This design comes from an exercise in tuning for small area on the open sky130 flow, not from production work. The RTL was checked by simulation tests, not by an equivalence proof against the original design. The clock port is modelled as an ideal driver; clocking choices that lean on that would not hold on a real chip. No activity file was given, so power comes from the tool's default toggle rates.

Setup of old:
Design spi_drive, start of the top module:
module spi_drive#(
    parameter                           P_DATA_WIDTH        = 8                 ,
    parameter                           P_OP_LEN            = 32                ,
    parameter                           P_CPOL              = 0                 ,
    parameter                           P_CPHL              = 0                 ,
    parameter                           P_READ_DATA_WIDTH   = 8
)(
    input                               i_clk                               ,
    input                               i_rst                               ,
    output                              o_spi_clk                           ,
    output                              o_spi_cs                            ,
    output                              o_spi_mosi                          ,
    input                               i_spi_miso                          ,
    input   [P_OP_LEN- 1:0]             i_user_op_data                      ,
    input   [1:0]                       i_user_op_type                      ,
    input   [15:0]                      i_user_op_len                       ,
    input   [15:0]                      i_user_clk_len                      ,
    input                               i_user_op_valid                     ,
    output                              o_user_op_ready                     ,
    input   [P_DATA_WIDTH-1:0]          i_user_write_data                   ,
    output                              o_user_write_req                    ,
  ...
export LEC_CHECK = 0
export CAP_MARGIN = 20
export CORE_MARGIN = 2
export CORE_UTILIZATION = 75
export CTS_BUF_LIST = sky130_fd_sc_hd__clkbuf_8
export SLEW_MARGIN = 20
create_clock -name core_clock -period 5.0 [get_ports {i_clk}]
standard.sh (not shown) runs the stock make flow with config.mk's settings and CLKGATE_MAP_FILE= SYNTH_SCRIPT=/design/flow/synth_recipe.tcl, a recipe that flattens the netlist after the stock synthesis.
==> flow/flow/run.sh <==
#!/bin/bash
# Standard layout, except: abc maps for area (flow/synth_area.tcl) and maps the adders too
# (no ADDER_MAP_FILE); the ports get the
# smallest buffer instead of ORFS's default choice; CTS adds no dummy loads, and each clock
# buffer is then sized down as far as the clock pin slews allow (flow/post_cts.tcl).
set -euo pipefail
export BUFFER_PORTS_ARGS="-buffer_cell sky130_fd_sc_hd__buf_1"
export CTS_ARGS="-sink_clustering_enable -repair_clock_nets -dont_use_dummy_load -buf_list sky130_fd_sc_hd__clkbuf_8"
export POST_CTS_TCL="$PWD/flow/post_cts.tcl"
bash standard.sh SYNTH_SCRIPT="$PWD/flow/synth_area.tcl" ADDER_MAP_FILE= finish > standard.log 2>&1
==> flow/flow/post_cts.tcl <==
set clk_sizes {sky130_fd_sc_hd__clkbuf_2 sky130_fd_sc_hd__clkbuf_4 sky130_fd_sc_hd__clkbuf_8 sky130_fd_sc_hd__clkbuf_16}
set clk_slew_target 0.105

proc worst_clk_pin_slew {} {
  set w 0
  foreach pin [get_pins -hierarchical */CLK] {
    set s [get_property $pin slew_max]
    if {$s > $w} { set w $s }
  }
  return $w
}

set clk_bufs {}
foreach inst [[ord::get_db_block] getInsts] {
  if {[string match clkbuf_* [$inst getName]] && [string match sky130_fd_sc_hd__clkbuf_* [[$inst getMaster] getName]]} {
    lappend clk_bufs $inst
  }
}
# the root (clkbuf_0_*) first, then the leaves
set clk_bufs [lsort -command {apply {{a b} {string compare [$a getName] [$b getName]}}} $clk_bufs]
estimate_parasitics -placement
puts "post_cts: worst clock pin slew before [worst_clk_pin_slew]"
foreach inst $clk_bufs {
  set name [$inst getName]
  set orig [[$inst getMaster] getName]
  set chosen $orig
  foreach size $clk_sizes {
    if {$size eq $orig} { break }
    replace_cell [get_cells $name] $size
    estimate_parasitics -placement
    if {[worst_clk_pin_slew] < $clk_slew_target} { set chosen $size; break }
  }
  if {[[$inst getMaster] getName] ne $chosen} {
    replace_cell [get_cells $name] $chosen
  }
  puts "post_cts: $name $orig -> $chosen"
}
estimate_parasitics -placement
puts "post_cts: worst clock pin slew after [worst_clk_pin_slew]"
detailed_placement
check_placement -verbose
Other scripts of this flow, unchanged in this note and not shown: flow/flow/area.abc, flow/flow/synth_area.tcl
old completed end to end with timing, DRC and antenna clean.
What new does differently from old at the input level:
-- flow/flow/post_cts.tcl --
<<< old, line 1
set clk_sizes {sky130_fd_sc_hd__clkbuf_2 sky130_fd_sc_hd__clkbuf_4 sky130_fd_sc_hd__clkbuf_8 sky130_fd_sc_hd__clkbuf_16}
set clk_slew_target 0.105
>>> new, line 1
set clk_sizes {sky130_fd_sc_hd__clkbuf_1 sky130_fd_sc_hd__clkbuf_2 sky130_fd_sc_hd__clkbuf_4 sky130_fd_sc_hd__clkbuf_8 sky130_fd_sc_hd__clkbuf_16}
set clk_slew_target 0.115
## What came out
The met3 track demand over resource on old is in line with that on new.
new reports a higher share of the cycle needed by the critical path after routing than old does.
Compared with old, in new number of signal-net inverters in the final layout did not really move, share of the final layout cell area in sequential cells did not really move, final critical-path setup slack went down, clock power did not really move, switching power share of the total went up.
Between new and old, the growth of design area from synthesis to finish figures differ only marginally.
Fmax: new lower than old
Diff new..old | number of clock buffer instances in the layout | unchanged

* * *

The RTL this note starts from:
==> flow/design.v <==
module spi_drive#(
    parameter                           P_DATA_WIDTH        = 8                 ,
    parameter                           P_OP_LEN            = 32                ,
    parameter                           P_CPOL              = 0                 ,
    parameter                           P_CPHL              = 0                 ,
    parameter                           P_READ_DATA_WIDTH   = 8
)(
    input                               i_clk                               ,
    input                               i_rst                               ,
    output                              o_spi_clk                           ,
    output                              o_spi_cs                            ,
    output                              o_spi_mosi                          ,
    input                               i_spi_miso                          ,
    input   [P_OP_LEN- 1:0]             i_user_op_data                      ,
    input   [1:0]                       i_user_op_type                      ,
    input   [15:0]                      i_user_op_len                       ,
    input   [15:0]                      i_user_clk_len                      ,
    input                               i_user_op_valid                     ,
    output                              o_user_op_ready                     ,
    input   [P_DATA_WIDTH-1:0]          i_user_write_data                   ,
    output                              o_user_write_req                    ,
    output  [P_READ_DATA_WIDTH - 1:0]   o_user_read_data                    ,
    output                              o_user_read_valid
);
reg             r_idle;          
reg             r_sck;           
reg [15:0]      r_rem;           
reg [1:0]       r_grp;           
reg             r_dph;           
reg [31:0]      r_dat;
wire            w_wr    = i_user_op_type[1];
wire            w_rd    = i_user_op_type[0];
wire            w_hi_nz = |r_rem[15:3];
wire            w_run;
wire            w_lo0   = r_rem[2:0] == 3'd0;
wire            w_lo1   = r_rem[2:0] == 3'd1;
wire            w_lo2   = r_rem[2:0] == 3'd2;
wire            w_last  = w_lo1 & (r_grp == 2'd0);       
wire            w_req   = ~r_idle & w_wr & w_lo2 & w_hi_nz & (r_dph | (r_grp == 2'd0));
wire            w_wload = w_req & r_sck;
wire [16:0]     w_zero;
assign w_zero[0] = 1'b1;
genvar k;
generate
    for (k = 0; k < 16; k = k + 1) begin : gzero
        assign w_zero[k+1] = w_zero[k] & ~r_rem[k];
    end
endgenerate
assign w_run = ~w_zero[16];
always @(posedge i_clk or posedge i_rst)
begin
    if (i_rst) begin
        r_idle <= 1'b1;
        r_sck  <= 1'b0;
    end else begin
        r_idle <= r_idle ? ~i_user_op_valid : ~w_run;
        r_sck  <= ~r_idle & ~r_sck & w_run;
    end
end
always @(posedge i_clk)
begin
    if (r_idle) begin
        r_rem <= i_user_clk_len;
        r_grp <= i_user_op_len[4:3];
        r_dph <= 1'b0;
    end else begin
        r_rem <= r_rem ^ (w_zero[15:0] & {16{r_sck}});
        r_grp <= r_grp - {1'b0, r_sck & w_lo0};
        r_dph <= r_dph | (r_sck & w_last);
    end
end
always @(posedge i_clk)
begin
    if (r_idle)
        r_dat <= i_user_op_data;
    else begin
        if (w_wload) begin
            r_dat[7]    <= i_user_write_data[7];
            r_dat[14:9] <= i_user_write_data[6:1];
            if (r_grp[0])
                r_dat[0] <= i_user_write_data[0];
            else
                r_dat[8] <= i_user_write_data[0];
        end
        if (r_sck & (r_dph | w_last))
            r_dat[23:16] <= {r_dat[22:16], i_spi_miso};
    end
end
wire [31:0]     w_rot   = {r_dat[30:0], r_dat[31]};
wire [1:0]      w_sel   = {r_grp[1] & ~r_dph, r_grp[0] | (r_dph & ~w_lo1)};
wire            w_bit   = w_rot[{w_sel, r_rem[2:0]}];
assign o_spi_clk         = r_sck;
assign o_spi_cs          = r_idle;
assign o_user_op_ready   = r_idle;
assign o_spi_mosi        = r_dph ? (w_wr ? (w_bit & w_run) : r_dat[0]) : w_bit;
assign o_user_write_req  = w_req & ~r_sck;
assign o_user_read_data  = r_dat[23:16];
assign o_user_read_valid = ~r_idle & w_rd & r_dph & ~r_sck & w_lo1;
endmodule
Settings: LEC_CHECK=0, CAP_MARGIN=0, CORE_MARGIN=2, CORE_UTILIZATION=75, CTS_BUF_LIST=sky130_fd_sc_hd__clkbuf_8, SLEW_MARGIN=0; clock period 5.0 ns.
==> flow/flow/area.abc <==
&get -n
&st
&syn2
&synch2
&nf -a -R 1000
&put
==> flow/flow/post_cts.tcl <==
set clk_sizes {sky130_fd_sc_hd__clkbuf_1 sky130_fd_sc_hd__clkbuf_2 sky130_fd_sc_hd__clkbuf_4 sky130_fd_sc_hd__clkbuf_8 sky130_fd_sc_hd__clkbuf_16}
set clk_slew_target 0.115

proc worst_clk_pin_slew {} {
  set w 0
  foreach pin [get_pins -hierarchical */CLK] {
    set s [get_property $pin slew_max]
    if {$s > $w} { set w $s }
  }
  return $w
}

set clk_bufs {}
foreach inst [[ord::get_db_block] getInsts] {
  if {[string match clkbuf_* [$inst getName]] && [string match sky130_fd_sc_hd__clkbuf_* [[$inst getMaster] getName]]} {
    lappend clk_bufs $inst
  }
}
# the root (clkbuf_0_*) first, then the leaves
set clk_bufs [lsort -command {apply {{a b} {string compare [$a getName] [$b getName]}}} $clk_bufs]
estimate_parasitics -placement
puts "post_cts: worst clock pin slew before [worst_clk_pin_slew]"
foreach inst $clk_bufs {
  set name [$inst getName]
  set orig [[$inst getMaster] getName]
  set chosen $orig
  foreach size $clk_sizes {
    if {$size eq $orig} { break }
    replace_cell [get_cells $name] $size
    estimate_parasitics -placement
    if {[worst_clk_pin_slew] < $clk_slew_target} { set chosen $size; break }
  }
  if {[[$inst getMaster] getName] ne $chosen} {
    replace_cell [get_cells $name] $chosen
  }
  puts "post_cts: $name $orig -> $chosen"
}
estimate_parasitics -placement
puts "post_cts: worst clock pin slew after [worst_clk_pin_slew]"
detailed_placement
check_placement -verbose
==> flow/flow/synth_area.tcl <==
# The standard synthesis (synth_recipe.tcl), with abc mapping for area instead of speed:
# abc gets flow/area.abc as its script. Registers are mapped before abc, so they are unchanged.
set ::area_abc [file normalize [file join [file dirname [file normalize [info script]]] area.abc]]
proc ::swap_abc {n1 n2 op} {
  set i [lsearch -exact $::abc_args -script]
  if {$i >= 0} {
    set ::abc_args [lreplace $::abc_args [expr {$i + 1}] [expr {$i + 1}] $::area_abc]
  }
}
trace add variable ::abc_args write ::swap_abc
source [file join [file dirname [file dirname [file normalize [info script]]]] synth_recipe.tcl]
Scripts as last shown in full above: flow/flow/run.sh
Then changed:
--- a/flow/config.mk
+++ b/flow/config.mk
@@ -8 +8 @@
-export CAP_MARGIN = 0
+export CAP_MARGIN = 20
@@ -12 +12,2 @@
-export SLEW_MARGIN = 0
+export GPL_TIMING_DRIVEN = 0
+export SLEW_MARGIN = 20
Cell area increases by 1.8%.
Critical path depth went up by 3.
Global-route usage rises by 7.4 points.
Utilization is higher by 1.7 points.
Maximum frequency went down by 3.3%.
Worst hold slack gets better by 0.056 ns.
Synthesized cell count does not change.
Setup slack gets worse by 0.13 ns.
Power went up by 2.3%.
First-iteration DRC count falls by 3.3%.

afterwards: timing with drivers on the ports:
Ports are ideal in the flow. The routed layouts listed here were re-timed in OpenROAD.
Step 1, drivers: a clkbuf_16 drives i_clk and a buf_2 each remaining input, both assumed.
Step 2 adds t to the input delays and takes it off the output delays; t is the mean of the earliest and latest rising clock arrival at the registers after step 1. Input paths then give back, and output paths get back, about the clock's delay inside the block.
Slacks: ideal ports / drivers / drivers and shift; pairs: ideal ports / drivers.
| run | t (ns) | setup WS [ns] | worst setup path after step 2 |
|---|---|---|---|
| old | 0.399 | 1.216 / 1.195 / 1.594 | register to output |
| new | 0.559 | 1.022 / 1.000 / 1.559 | register to output |
| the first run of note 2 | 0.559 | 1.022 / 1.000 / 1.559 | register to output |
| the second run of note 2 | 0.516 | 0.888 / 0.865 / 1.381 | register to output |
After both steps every run listed still meets setup and hold.
